This is an optimization exercise on Yosys and OpenROAD, whose aim is small area, a short achievable clock period and few clock cycles per item, not a production implementation.
Power is estimated from default activity; no workload was simulated.

// divide
module divide(clk, rst, new_inp, dvdend, len_a, dvsor, len_b, quotient, remainder, count_add, count_sub, done);
	input clk;
	input rst;
	input new_inp;
	input [31:0] dvdend, dvsor;
	input [4:0] len_a, len_b;
	output [31:0] quotient, remainder;
	output reg done;
	output reg [4:0] count_add, count_sub;
	reg [30:0] q;       
	reg [30:0] r;       
	reg z;              
	reg [30:0] h;       
	reg [3:0] m;        
	wire bz = (dvsor[30:0] == 31'd0);
	wire lt = len_a < len_b;
	wire [3:0] fs = len_a[4:1] - len_b[4:1] - {3'd0, len_b[0] & ~len_a[0]};
	wire [30:0] sh1 = fs[0] ? {dvsor[28:0], 2'b00} : dvsor[30:0];
	wire [30:0] sh2 = fs[1] ? {sh1[26:0], 4'h0} : sh1;
	wire [30:0] sh3 = fs[2] ? {sh2[22:0], 8'h00} : sh2;
	wire [30:0] h0 = fs[3] ? {sh3[14:0], 16'h0000} : sh3;
	wire [33:0] xa = {3'b000, r};
	wire [33:0] xb = ~{3'b000, h};
	wire [33:0] xc = ~{2'b00, h, 1'b0};
	wire [33:0] cs_s = xa ^ xb ^ xc;
	wire [33:0] cs_c = {(xa[32:0] & xb[32:0]) | (xa[32:0] & xc[32:0]) | (xb[32:0] & xc[32:0]), 1'b1};
	wire [31:0] a1_a = {1'b0,r};
	wire [31:0] a1_b = ~{1'b0,h};
	wire [31:0] a1_p = a1_a ^ a1_b;
	wire [31:0] a1_g = a1_a & a1_b;
	wire [31:0] a1_t = a1_a | a1_b;
	wire a1_gc = a1_t[0];
	wire a1_n1_g = a1_g[1] | (a1_t[1] & a1_gc);
	wire a1_n2_g = a1_g[3] | (a1_t[3] & a1_g[2]);
	wire a1_n2_p = a1_t[3] & a1_t[2];
	wire a1_n3_g = a1_g[5] | (a1_t[5] & a1_g[4]);
	wire a1_n3_p = a1_t[5] & a1_t[4];
	wire a1_n4_g = a1_g[7] | (a1_t[7] & a1_g[6]);
	wire a1_n4_p = a1_t[7] & a1_t[6];
	wire a1_n5_g = a1_g[9] | (a1_t[9] & a1_g[8]);
	wire a1_n5_p = a1_t[9] & a1_t[8];
	wire a1_n6_g = a1_g[11] | (a1_t[11] & a1_g[10]);
	wire a1_n6_p = a1_t[11] & a1_t[10];
	wire a1_n7_g = a1_g[13] | (a1_t[13] & a1_g[12]);
	wire a1_n7_p = a1_t[13] & a1_t[12];
	wire a1_n8_g = a1_g[15] | (a1_t[15] & a1_g[14]);
	wire a1_n8_p = a1_t[15] & a1_t[14];
	wire a1_n9_g = a1_g[17] | (a1_t[17] & a1_g[16]);
  ...
Size in the first run: about 1,800 cells after synthesis, ~110 flip-flops, roughly 150 I/O pins, ~11,000 µm² of cells after synthesis.
export LEC_CHECK = 0
export ABC_AREA = 1
export CAP_MARGIN = 20
export CORE_MARGIN = 2
export CORE_UTILIZATION = 40
export SETUP_SLACK_MARGIN = 2.8
export SLEW_MARGIN = 20
export DONT_USE_CELLS = sky130_fd_sc_hd__fa_1 sky130_fd_sc_hd__fa_2 sky130_fd_sc_hd__fa_4 sky130_fd_sc_hd__ha_1 sky130_fd_sc_hd__ha_2 sky130_fd_sc_hd__ha_4
export BUFFER_PORTS_ARGS = -buffer_cell sky130_fd_sc_hd__buf_1
create_clock -name core_clock -period 6.0 [get_ports {clk}]
standard.sh (not shown) runs the stock make flow with config.mk's settings and CLKGATE_MAP_FILE= SYNTH_SCRIPT=/design/flow/synth_recipe.tcl, a recipe that flattens the netlist after the stock synthesis.
==> flow/flow/run.sh <==
#!/bin/bash
# The standard layout (standard.sh: ORFS synthesis and every layout step
# unchanged) with two library choices added to config.mk:
#  - full and half adder cells are not used, so Yosys leaves adders to abc
#    as plain gates (faster than the fa/ha cells);
#  - buffer_ports inserts plain buf_1 port buffers (sized up later by the
#    repair steps where needed) instead of the delay cells it picks by default.
# Make's full output, with every tool's, goes to flow.log; ORFS also keeps
# each step's log under orfs/logs.
set -euo pipefail
cat >> config.mk <<'EOC'
export DONT_USE_CELLS = sky130_fd_sc_hd__fa_1 sky130_fd_sc_hd__fa_2 sky130_fd_sc_hd__fa_4 sky130_fd_sc_hd__ha_1 sky130_fd_sc_hd__ha_2 sky130_fd_sc_hd__ha_4
export BUFFER_PORTS_ARGS = -buffer_cell sky130_fd_sc_hd__buf_1
EOC
bash standard.sh finish > flow.log 2>&1
Rerun with:
--- a/flow/design.v
+++ b/flow/design.v
@@ -3,26 +3,27 @@
 	input rst;
 	input new_inp;
 	input [31:0] dvdend, dvsor;
 	input [4:0] len_a, len_b;
 	output [31:0] quotient, remainder;
 	output reg done;
 	output reg [4:0] count_add, count_sub;
 	reg [30:0] q;       
 	reg [30:0] r;       
 	reg z;              
 	reg [30:0] h;       
 	reg [3:0] m;        
+	wire [5:0] sd = {1'b0, len_a} - {1'b0, len_b};
 	wire bz = (dvsor[30:0] == 31'd0);
-	wire lt = len_a < len_b;
+	wire lt = sd[5];
 	wire [3:0] fs = len_a[4:1] - len_b[4:1] - {3'd0, len_b[0] & ~len_a[0]};
 	wire [30:0] sh1 = fs[0] ? {dvsor[28:0], 2'b00} : dvsor[30:0];
 	wire [30:0] sh2 = fs[1] ? {sh1[26:0], 4'h0} : sh1;
 	wire [30:0] sh3 = fs[2] ? {sh2[22:0], 8'h00} : sh2;
 	wire [30:0] h0 = fs[3] ? {sh3[14:0], 16'h0000} : sh3;
 	wire [33:0] xa = {3'b000, r};
 	wire [33:0] xb = ~{3'b000, h};
 	wire [33:0] xc = ~{2'b00, h, 1'b0};
 	wire [33:0] cs_s = xa ^ xb ^ xc;
 	wire [33:0] cs_c = {(xa[32:0] & xb[32:0]) | (xa[32:0] & xc[32:0]) | (xb[32:0] & xc[32:0]), 1'b1};
 	wire [31:0] a1_a = {1'b0,r};
 	wire [31:0] a1_b = ~{1'b0,h};
@@ -316,34 +317,34 @@
 	assign remainder = {z, r};
 	always @(posedge clk) begin
 		if (rst)
 			done <= 1'b1;
 		else if (start)
 			done <= bz | lt;
 		else if (!done)
 			done <= last;
 	end
 	always @(posedge clk) begin
 		if (done) begin
 			h <= h0;
-			m <= fs;
+			m <= sd[4:1];
 		end else begin
 			h <= h >> 2;
 			m <= m - 4'd1;
 		end
 	end
 	always @(posedge clk) begin
 		if (start) begin
 			r <= dvdend[30:0] | {31{bz}};
 			q <= {31{bz}};
 			z <= bz;
-			count_add <= (bz | lt | len_a[0] ^ len_b[0]) ? 5'd0 : 5'd31;
+			count_add <= (bz | lt | sd[0]) ? 5'd0 : 5'd31;
 			count_sub <= (bz | lt) ? 5'd0 : 5'd1;
 		end else if (!done) begin
 			if (c1)
 				r <= rn;
 			q <= {q[28:0], d1, d0};
 			count_add <= count_add + {4'd0, ~d1} + {4'd0, ~d0};
 			count_sub <= count_sub + {4'd0, d1} + {4'd0, d0 & ~last};
 		end
 	end
 endmodule
Effect: Via count stays flat. Setup slack is better by 0.083 ns. Cell count went down by 0.31%. First-iteration DRC count went up by 12%. Clock power stays flat. Flip-flop and latch count does not change. Die area went down by 1.0%.
No functional check of the RTL was part of any run of this note.

==> re-timing with driven ports <==
The flow's constraints put no driver on any port. The routed layouts listed below were extracted and timed again, unchanged, in two steps.
Step 1 (the two cells are an assumption about what drives the block):
set clk [get_ports {clk}]
set_driving_cell -lib_cell sky130_fd_sc_hd__clkbuf_16 $clk
set_driving_cell -lib_cell sky130_fd_sc_hd__buf_2 [delete_from_list [all_inputs] $clk]
Step 2 times the ports against the registers' clock, not the clock port: input delays grow and output delays shrink by t, the midpoint of the rising clock arrivals with the driver on.
Three values: no drivers, after step 1, after step 2; two values: the first two.
run	t (ns)	setup WS [ns]	worst register clock-pin slew, ns
the first run	0.416	2.841 / 2.868 / 2.451	0.10 / 0.10
the second run	0.415	2.924 / 2.951 / 2.536	0.09 / 0.09
After both steps setup and hold are still met in every run listed. The setup slack of the first run, which loses most, moves by +0.027 ns with the drivers and by -0.390 ns with both steps.
